What follows belongs to an exercise in optimizing a design on an open flow for small area, a short achievable clock period and few clock cycles per item; a production flow would make more cautious choices. RTL that was checked went through simulation tests only; none was proved equivalent to the original. No activity file was given, so power comes from the tool's default toggle rates.

==> garnet: inputs <==
==> flow/design.v <==
module cache
(
    input clk,
    input rst,
    input  [11:0]  cpu_adr,
    input  [127:0] cpu_dat_m,
    input  [15:0]  cpu_sel,
    input          cpu_cyc,
    input          cpu_stb,
    input          cpu_we,
    output [127:0] cpu_dat_s,
    output         cpu_ack,
    output         cpu_rty,
    output [11:0]  mem_adr,
    output [127:0] mem_dat_m,
    output [15:0]  mem_sel,
    output         mem_cyc,
    output         mem_stb,
    output         mem_we,
    input  [127:0] mem_dat_s,
    input          mem_ack,
    input          mem_rty
);
logic [127:0] data_q [16];
logic [8:0]   tag_q  [16];
logic [15:0]  val_q;
logic [15:0]  dty_q;
logic [7:0]   lru_q;           
logic         ack_q;           
logic         wb_q;            
logic         fill_q;          
logic [15:0]  wline_q;         
logic         way_q;           
logic         we_q;            
logic [15:0]  wsel_q;          
logic [15:0]  fwd_q;           
logic [11:0]  madr_q;          
logic [127:0] dout_q;          
wire req  = cpu_cyc & cpu_stb;
wire idle = ~ack_q & ~wb_q & ~fill_q;
wire [2:0] set = cpu_adr[2:0];
wire [8:0] tg  = cpu_adr[11:3];
logic [15:0] match;            
logic [15:0] vline;            
logic [15:0] sel;
for (genvar l = 0; l < 16; l++) begin : g_cmp
    tag_match cmp (.tag(tag_q[l]), .tg(tg), .v(val_q[l]), .s(set == l[2:0]), .m(match[l]));
end
always_comb begin
    for (int l = 0; l < 16; l++)
        vline[l] = (set == l[2:0]) & (lru_q[l[2:0]] == l[3]);
    for (int l = 0; l < 16; l++)
        sel[l] = match[l] | (vline[l] & ~match[l ^ 8]);
end
wire m0  = |match[7:0];
wire m1  = |match[15:8];
wire hit = m0 | m1;
wire vw  = |vline[15:8];
wire vd  = |(vline & dty_q);
wire lway = m1 | (vw & ~m0);   
logic [8:0] vtag;
always_comb begin
    vtag = '0;
    for (int l = 0; l < 16; l++)
        vtag = vtag | ({9{vline[l]}} & tag_q[l]);
end
logic ack_n, wb_n, fill_n;
always_comb begin
    ack_n  = 1'b0;
    wb_n   = 1'b0;
    fill_n = 1'b0;
    if (rst) begin
    end else if (idle) begin
        ack_n  = req & hit;
        wb_n   = req & ~hit & vd;
        fill_n = req & ~hit & ~vd;
    end else if (wb_q) begin
        wb_n   = ~mem_ack;
        fill_n = mem_ack;
    end else if (fill_q) begin
        fill_n = ~mem_ack;
    end
end
always_ff @(posedge clk) begin
    ack_q  <= ack_n;
    wb_q   <= wb_n;
    fill_q <= fill_n;
    for (int b = 0; b < 16; b++)
        fwd_q[b] <= ~rst & fill_q & ~mem_ack & ~wsel_q[b];
end
always_ff @(posedge clk) begin
    if (idle) begin
        wline_q <= sel;
        way_q   <= lway;
        we_q    <= cpu_we;
        for (int b = 0; b < 16; b++)
            wsel_q[b] <= cpu_we & cpu_sel[b];
        madr_q  <= vd ? {vtag, set} : cpu_adr;
    end else if (wb_q & mem_ack) begin
        madr_q  <= cpu_adr;
    end
end
logic [127:0] wd;
always_comb
    for (int b = 0; b < 16; b++)
        wd[8*b +: 8] = fwd_q[b] ? mem_dat_s[8*b +: 8] : cpu_dat_m[8*b +: 8];
always_ff @(posedge clk) begin
    for (int l = 0; l < 16; l++)
        for (int b = 0; b < 16; b++)
            if (wline_q[l] && (fill_q || (ack_q && wsel_q[b])))
                data_q[l][8*b +: 8] <= wd[8*b +: 8];
end
always_ff @(posedge clk) begin
    for (int l = 0; l < 16; l++)
        if (fill_q && wline_q[l])
            tag_q[l] <= madr_q[11:3];
end
always_ff @(posedge clk) begin
    if (rst) begin
        val_q <= '0;
        dty_q <= '0;
        lru_q <= '0;
    end else begin
        for (int l = 0; l < 16; l++) begin
            if (fill_q && wline_q[l]) begin
                val_q[l] <= 1'b1;
                dty_q[l] <= we_q;
            end else if (ack_q && we_q && wline_q[l]) begin
                dty_q[l] <= 1'b1;
            end
        end
        if (idle & req)
            lru_q[set] <= ~lway;
    end
end
logic [127:0] dway0, dway1;
always_comb begin
    dway0 = '0;
    dway1 = '0;
    for (int s = 0; s < 8; s++) begin
        dway0 = dway0 | ({128{set == s[2:0]}} & data_q[s]);
        dway1 = dway1 | ({128{set == s[2:0]}} & data_q[s + 8]);
    end
end
wire rway = wb_q ? way_q : lway;
always_ff @(posedge clk)
    dout_q <= rway ? dway1 : dway0;
wire ackc = ack_q | (fill_q & mem_ack);
assign cpu_ack   = req & ackc;
assign cpu_rty   = req & ~ackc;
logic [127:0] fwd;
always_comb
    for (int b = 0; b < 16; b++)
        fwd[8*b +: 8] = fwd_q[b] ? mem_dat_s[8*b +: 8] : dout_q[8*b +: 8];
assign cpu_dat_s = fwd;
assign mem_adr   = madr_q;
assign mem_dat_m = dout_q;
assign mem_sel   = 16'hffff;
assign mem_cyc   = wb_q | fill_q;
assign mem_stb   = wb_q | fill_q;
assign mem_we    = wb_q;
endmodule
module tag_match
(
    input  [8:0] tag,
    input  [8:0] tg,
    input        v,
    input        s,
    output       m
);
assign m = v & s & (tag == tg);
endmodule
==> flow/flow/run.sh <==
#!/bin/bash
# Own layout flow: the standard ORFS flow (standard.sh) with three changes:
#  - synthesis maps the logic with Yosys's default ABC script (area-lean) instead of
#    ORFS's abc_speed script; everything else in the synthesis is the standard flow's own script
#    (synth_recipe.tcl), so the registers are the standard synthesis's;
#  - the port buffers are sky130_fd_sc_hd__buf_1 (resized later by the repair as needed);
#  - CTS clusters more sinks per clock buffer and adds no dummy loads.
# The tools' output goes to standard.log in the work folder (and ORFS's own logs under orfs/).
set -euo pipefail
W=$(pwd)

cat > "$W/own_synth.tcl" <<TCL
# ABC with its default script: drop ORFS's -script and -D arguments.
proc abc {args} {
  set out {}
  set skip 0
  foreach a \$args {
    if {\$skip} { set skip 0; continue }
    if {\$a eq "-script" || \$a eq "-D"} { set skip 1; continue }
    lappend out \$a
  }
  yosys abc {*}\$out
}
source $W/synth_recipe.tcl
TCL

bash "$W/standard.sh" \
  "SYNTH_SCRIPT=$W/own_synth.tcl" \
  "BUFFER_PORTS_ARGS=-buffer_cell sky130_fd_sc_hd__buf_1" \
  "CTS_ARGS=-sink_clustering_enable -repair_clock_nets -sink_clustering_size 22 -sink_clustering_max_diameter 75 -buf_list sky130_fd_sc_hd__clkbuf_16 -dont_use_dummy_load" \
  finish > "$W/standard.log" 2>&1
==> flow/standard.sh <==
#!/bin/bash
# synth_recipe.tcl (not shown) runs the flow's synth.tcl, then flattens the netlist and writes it again
# the make line also repeats each setting of config.mk as NAME=value (left out here)
make -C /OpenROAD-flow-scripts/flow DESIGN_CONFIG=/design/flow/config.mk WORK_HOME=/design/flow/orfs CLKGATE_MAP_FILE= SYNTH_SCRIPT=/design/flow/synth_recipe.tcl "${@:-finish}"
==> flow/config.mk <==
export PLATFORM = sky130hd
export DESIGN_NAME = cache
export DESIGN_NICKNAME = cache
export VERILOG_FILES = /design/flow/design.v
export SDC_FILE = /design/flow/constraint.sdc
export NUM_CORES = 4
export LEC_CHECK = 0
export CAP_MARGIN = 20
export CORE_MARGIN = 2
export CORE_UTILIZATION = 45
export PLACE_DENSITY = 0.6
export SETUP_SLACK_MARGIN = 4.0
export SLEW_MARGIN = 20
export SYNTH_HIERARCHICAL = 1
export SYNTH_MINIMUM_KEEP_SIZE = 0
export TNS_END_PERCENT = 5
==> flow/constraint.sdc <==
create_clock -name core_clock -period 7.5 [get_ports {clk}]
set_input_delay 1.5000 -clock core_clock [delete_from_list [all_inputs] [get_ports {clk}]]
set_output_delay 1.5000 -clock core_clock [all_outputs]
set_load 0.01 [all_outputs]
==> inputs of yarrow, as changes to garnet <==
==> flow/design.v (replaced) <==
module cache
(
    input clk,
    input rst,
    input  [11:0]  cpu_adr,
    input  [127:0] cpu_dat_m,
    input  [15:0]  cpu_sel,
    input          cpu_cyc,
    input          cpu_stb,
    input          cpu_we,
    output [127:0] cpu_dat_s,
    output         cpu_ack,
    output         cpu_rty,
    output [11:0]  mem_adr,
    output [127:0] mem_dat_m,
    output [15:0]  mem_sel,
    output         mem_cyc,
    output         mem_stb,
    output         mem_we,
    input  [127:0] mem_dat_s,
    input          mem_ack,
    input          mem_rty
);
logic [127:0] data_q [16];
logic [8:0]   tag_q  [16];
logic [15:0]  val_q;
logic [15:0]  dty_q;
logic [7:0]   lru_q;           
logic         ack_q;           
logic         wb_q;            
logic         fill_q;          
logic [15:0]  wline_q;         
logic [11:0]  madr_q;          
logic [127:0] dout_q;          
logic [15:0]  fwd_q;           
logic         we_q;            
logic [15:0]  sel_q;
wire req  = cpu_cyc & cpu_stb;
wire idle = ~ack_q & ~wb_q & ~fill_q;
wire [2:0] set = cpu_adr[2:0];
wire [8:0] tg  = cpu_adr[11:3];
logic [15:0] match;            
logic [15:0] vline;            
logic [15:0] sel;
always_comb begin
    for (int l = 0; l < 16; l++) begin
        match[l] = val_q[l] & (set == l[2:0]) & (tag_q[l] == tg);
        vline[l] = (set == l[2:0]) & (lru_q[l[2:0]] == l[3]);
    end
    for (int l = 0; l < 16; l++)
        sel[l] = match[l] | (vline[l] & ~match[l ^ 8]);
end
wire hit = |match;
wire vd  = |(vline & dty_q);
wire vw  = lru_q[set];
logic [8:0] vtag;
always_comb begin
    vtag = '0;
    for (int l = 0; l < 16; l++)
        vtag = vtag | ({9{vline[l]}} & tag_q[l]);
end
wire wr_hit  = ack_q & we_q;
wire wr_fill = fill_q & mem_ack;
logic [15:0]  be;
logic [127:0] wd;
always_comb begin
    for (int b = 0; b < 16; b++) begin
        be[b] = fill_q | sel_q[b];
        wd[8*b +: 8] = (fill_q & ~(we_q & sel_q[b])) ? mem_dat_s[8*b +: 8]
                                                         : cpu_dat_m[8*b +: 8];
    end
end
always_ff @(posedge clk) begin
    for (int l = 0; l < 16; l++)
        for (int b = 0; b < 16; b++)
            if ((wr_hit | fill_q) && wline_q[l] && be[b])
                data_q[l][8*b +: 8] <= wd[8*b +: 8];
end
always_ff @(posedge clk) begin
    for (int l = 0; l < 16; l++)
        if (wr_fill && wline_q[l])
            tag_q[l] <= madr_q[11:3];
end
always_ff @(posedge clk) begin
    if (rst) begin
        val_q <= '0;
        dty_q <= '0;
        lru_q <= '0;
    end else begin
        for (int l = 0; l < 16; l++) begin
            if (wr_fill && wline_q[l]) begin
                val_q[l] <= 1'b1;
                dty_q[l] <= we_q;
            end else if (wr_hit && wline_q[l]) begin
                dty_q[l] <= 1'b1;
            end
        end
        if (idle & req)
            lru_q[set] <= ~sel[{1'b1, set}];
    end
end
always_ff @(posedge clk) begin
    if (rst) begin
        ack_q  <= 1'b0;
        wb_q   <= 1'b0;
        fill_q <= 1'b0;
    end else if (idle) begin
        ack_q  <= req & hit;
        wb_q   <= req & ~hit & vd;
        fill_q <= req & ~hit & ~vd;
    end else if (ack_q) begin
        ack_q  <= 1'b0;
    end else if (wb_q) begin
        if (mem_ack) begin
            wb_q   <= 1'b0;
            fill_q <= 1'b1;
        end
    end else if (fill_q) begin
        if (mem_ack)
            fill_q <= 1'b0;
    end
end
always_ff @(posedge clk) begin
    if (idle) begin
        wline_q <= sel;
        we_q    <= cpu_we;
        sel_q   <= cpu_sel;
        madr_q  <= vd ? {vtag, set} : cpu_adr;
    end else if (wb_q & mem_ack) begin
        madr_q  <= cpu_adr;
    end
end
logic [127:0] dway0, dway1, dnext;
always_comb begin
    dway0 = '0;
    dway1 = '0;
    for (int s = 0; s < 8; s++) begin
        dway0 = dway0 | ({128{set == s[2:0]}} & data_q[s]);
        dway1 = dway1 | ({128{set == s[2:0]}} & data_q[s + 8]);
    end
end
wire rway = wb_q ? wline_q[8 +: 8] != 8'd0 : (hit ? match[{1'b1, set}] : vw);
assign dnext = rway ? dway1 : dway0;
always_ff @(posedge clk)
    dout_q <= dnext;
wire fill_next = rst ? 1'b0 :
                 idle ? (req & ~hit & ~vd) :
                 wb_q ? mem_ack :
                 fill_q & ~mem_ack;
always_ff @(posedge clk)
    for (int b = 0; b < 16; b++)
        fwd_q[b] <= fill_next & ~(cpu_we & cpu_sel[b]);
wire ackc = ack_q | (fill_q & mem_ack);
assign cpu_ack   = req & ackc;
assign cpu_rty   = req & ~ackc;
logic [127:0] fwd;
always_comb
    for (int b = 0; b < 16; b++)
        fwd[8*b +: 8] = fwd_q[b] ? mem_dat_s[8*b +: 8] : dout_q[8*b +: 8];
assign cpu_dat_s = fwd;
assign mem_adr   = madr_q;
assign mem_dat_m = dout_q;
assign mem_sel   = 16'hffff;
assign mem_cyc   = wb_q | fill_q;
assign mem_stb   = wb_q | fill_q;
assign mem_we    = wb_q;
endmodule
Settings changed: CORE_UTILIZATION 45 to 55, PLACE_DENSITY 0.6 to 0.65, SYNTH_HIERARCHICAL 1 to not set, SYNTH_MINIMUM_KEEP_SIZE 0 to not set.
==> inputs of cedar, as changes to garnet <==
==> flow/design.v (replaced) <==
module cache
(
    input clk,
    input rst,
    input  [11:0]  cpu_adr,
    input  [127:0] cpu_dat_m,
    input  [15:0]  cpu_sel,
    input          cpu_cyc,
    input          cpu_stb,
    input          cpu_we,
    output [127:0] cpu_dat_s,
    output         cpu_ack,
    output         cpu_rty,
    output [11:0]  mem_adr,
    output [127:0] mem_dat_m,
    output [15:0]  mem_sel,
    output         mem_cyc,
    output         mem_stb,
    output         mem_we,
    input  [127:0] mem_dat_s,
    input          mem_ack,
    input          mem_rty
);
logic [127:0] data_q [16];
logic [8:0]   tag_q  [16];
logic [15:0]  val_q;
logic [15:0]  dty_q;
logic [7:0]   lru_q;           
logic         ack_q;           
logic         wb_q;            
logic         fill_q;          
logic [15:0]  wline_q;         
logic [11:0]  madr_q;          
logic [127:0] dout_q;          
logic [15:0]  fwd_q;           
logic         we_q;            
logic [15:0]  sel_q;
wire req  = cpu_cyc & cpu_stb;
wire idle = ~ack_q & ~wb_q & ~fill_q;
wire [2:0] set = cpu_adr[2:0];
wire [8:0] tg  = cpu_adr[11:3];
logic [15:0] match;            
logic [15:0] vline;            
logic [15:0] sel;
always_comb begin
    for (int l = 0; l < 16; l++) begin
        match[l] = val_q[l] & (set == l[2:0]) & (tag_q[l] == tg);
        vline[l] = (set == l[2:0]) & (lru_q[l[2:0]] == l[3]);
    end
    for (int l = 0; l < 16; l++)
        sel[l] = match[l] | (vline[l] & ~match[l ^ 8]);
end
wire hit = |match;
wire vd  = |(vline & dty_q);
logic [8:0] vtag;
always_comb begin
    vtag = '0;
    for (int l = 0; l < 16; l++)
        vtag = vtag | ({9{vline[l]}} & tag_q[l]);
end
wire wr_hit  = ack_q & we_q;
wire wr_fill = fill_q & mem_ack;
logic [15:0]  be;
logic [127:0] wd;
always_comb begin
    for (int b = 0; b < 16; b++) begin
        be[b] = fill_q | sel_q[b];
        wd[8*b +: 8] = (fill_q & ~(we_q & sel_q[b])) ? mem_dat_s[8*b +: 8]
                                                         : cpu_dat_m[8*b +: 8];
    end
end
always_ff @(posedge clk) begin
    for (int l = 0; l < 16; l++)
        for (int b = 0; b < 16; b++)
            if ((wr_hit | fill_q) && wline_q[l] && be[b])
                data_q[l][8*b +: 8] <= wd[8*b +: 8];
end
always_ff @(posedge clk) begin
    for (int l = 0; l < 16; l++)
        if (wr_fill && wline_q[l])
            tag_q[l] <= madr_q[11:3];
end
always_ff @(posedge clk) begin
    if (rst) begin
        val_q <= '0;
        dty_q <= '0;
        lru_q <= '0;
    end else begin
        for (int l = 0; l < 16; l++) begin
            if (wr_fill && wline_q[l]) begin
                val_q[l] <= 1'b1;
                dty_q[l] <= we_q;
            end else if (wr_hit && wline_q[l]) begin
                dty_q[l] <= 1'b1;
            end
        end
        if (idle & req)
            lru_q[set] <= ~sel[{1'b1, set}];
    end
end
always_ff @(posedge clk) begin
    if (rst) begin
        ack_q  <= 1'b0;
        wb_q   <= 1'b0;
        fill_q <= 1'b0;
    end else if (idle) begin
        ack_q  <= req & hit;
        wb_q   <= req & ~hit & vd;
        fill_q <= req & ~hit & ~vd;
    end else if (ack_q) begin
        ack_q  <= 1'b0;
    end else if (wb_q) begin
        if (mem_ack) begin
            wb_q   <= 1'b0;
            fill_q <= 1'b1;
        end
    end else if (fill_q) begin
        if (mem_ack)
            fill_q <= 1'b0;
    end
end
always_ff @(posedge clk) begin
    if (idle) begin
        wline_q <= sel;
        we_q    <= cpu_we;
        sel_q   <= cpu_sel;
        madr_q  <= vd ? {vtag, set} : cpu_adr;
    end else if (wb_q & mem_ack) begin
        madr_q  <= cpu_adr;
    end
end
logic [127:0] dnext;
always_comb begin
    dnext = '0;
    for (int l = 0; l < 16; l++)
        dnext = dnext | ({128{wb_q ? wline_q[l] : sel[l]}} & data_q[l]);
end
always_ff @(posedge clk)
    dout_q <= dnext;
wire fill_next = rst ? 1'b0 :
                 idle ? (req & ~hit & ~vd) :
                 wb_q ? mem_ack :
                 fill_q & ~mem_ack;
always_ff @(posedge clk)
    for (int b = 0; b < 16; b++)
        fwd_q[b] <= fill_next & ~(cpu_we & cpu_sel[b]);
wire ackc = ack_q | (fill_q & mem_ack);
assign cpu_ack   = req & ackc;
assign cpu_rty   = req & ~ackc;
logic [127:0] fwd;
always_comb
    for (int b = 0; b < 16; b++)
        fwd[8*b +: 8] = fwd_q[b] ? mem_dat_s[8*b +: 8] : dout_q[8*b +: 8];
assign cpu_dat_s = fwd;
assign mem_adr   = madr_q;
assign mem_dat_m = dout_q;
assign mem_sel   = 16'hffff;
assign mem_cyc   = wb_q | fill_q;
assign mem_stb   = wb_q | fill_q;
assign mem_we    = wb_q;
endmodule
--- a/flow/flow/run.sh
+++ b/flow/flow/run.sh
@@ -27,5 +27,5 @@
 bash "$W/standard.sh" \
   "SYNTH_SCRIPT=$W/own_synth.tcl" \
   "BUFFER_PORTS_ARGS=-buffer_cell sky130_fd_sc_hd__buf_1" \
-  "CTS_ARGS=-sink_clustering_enable -repair_clock_nets -sink_clustering_size 22 -sink_clustering_max_diameter 75 -buf_list sky130_fd_sc_hd__clkbuf_16 -dont_use_dummy_load" \
+  "CTS_ARGS=-sink_clustering_enable -repair_clock_nets -sink_clustering_size 18 -sink_clustering_max_diameter 70 -buf_list sky130_fd_sc_hd__clkbuf_16 -dont_use_dummy_load" \
   finish > "$W/standard.log" 2>&1
Settings changed: SYNTH_HIERARCHICAL 1 to not set, SYNTH_MINIMUM_KEEP_SIZE 0 to not set.
==> impl.org <==
** Pwr
- Switching part of the total power :: 0.228

** Outcome
- The run finished with no timing, DRC or antenna violations.

** Synthesis
- In the synthesized netlist, the number of instances is 5588.

** Die
- The die is roughly 450 um tall.
- Area of the core :: 200000 sq um
# the run above: garnet

==> impl.org <==
** Outcome
- Status :: timing/DRC/antenna clean

** GRT
- Met3 global-route usage :: 0.0551

** Pwr
- Of the total power, the share spent switching nets is 0.223.

** Synthesis
- Synthesis produced a netlist whose cell count is 5213.

** Die
- Y dimension of the die :: 411 um
# the run above: yarrow

==> impl.org <==
** Outcome
- The run finished with no timing, DRC or antenna violations.

** Synthesis
- Mapped Area :: 90000 sq um
- Total number of yosys warnings :: 3
- The compound-gate portion of the synthesized area was 0.0967.

** Clocking
- The number of gates resized after CTS was 200.

** Final layout
- Leading cell types in the layout, fill and taps excluded :: sky130_fd_sc_hd__edfxtp_1, sky130_fd_sc_hd__buf_1, sky130_fd_sc_hd__a222oi_1

** STA
- For the pin with the worst max-slew slack, the measured transition is 1.28 ns.

** Pwr
- Switching part of the total power :: 0.226

** Die
- In this run the vertical extent of the chip is 451 um.
- The die is 451 um wide.

** Placed design
- Summing all placed instances gives a cell area of 95200 sq um.
# the run above: cedar

Testbench counts of yarrow, summed over its fixed seeds: cycles 112,077, items 32,000.
For garnet and cedar, only the layout was checked, not whether the RTL still works.

==> afterwards: timing with drivers on the ports <==
How much do the figures lean on ideal ports? The routed layouts below were timed once more, with nothing changed but the port constraints.
Step 1 assumes that a clkbuf_16 drives the clock port and a buf_2 every other input.
Step 2 times the ports against the registers' clock, not the clock port: input delays grow and output delays shrink by t, the midpoint of the rising clock arrivals with the driver on.
Three values: no drivers, after step 1, after step 2; two values: the first two.
run | t, ns | setup slack, ns | clock arrival spread, ns | worst register clock-pin slew, ns | cell pins on the clock port's net
garnet | 0.860 | 3.514 / 3.547 / 2.687 | 0.093 / 0.092 | 0.09 / 0.09 | 1
yarrow | 0.855 | 3.593 / 3.639 / 2.784 | 0.076 / 0.076 | 0.09 / 0.09 | 1
cedar | 0.905 | 3.433 / 3.499 / 2.594 | 0.143 / 0.143 | 0.08 / 0.08 | 1
After both steps setup and hold are still met in every run listed. The setup slack of cedar, which loses most, moves by +0.066 ns with the drivers and by -0.839 ns with both steps.
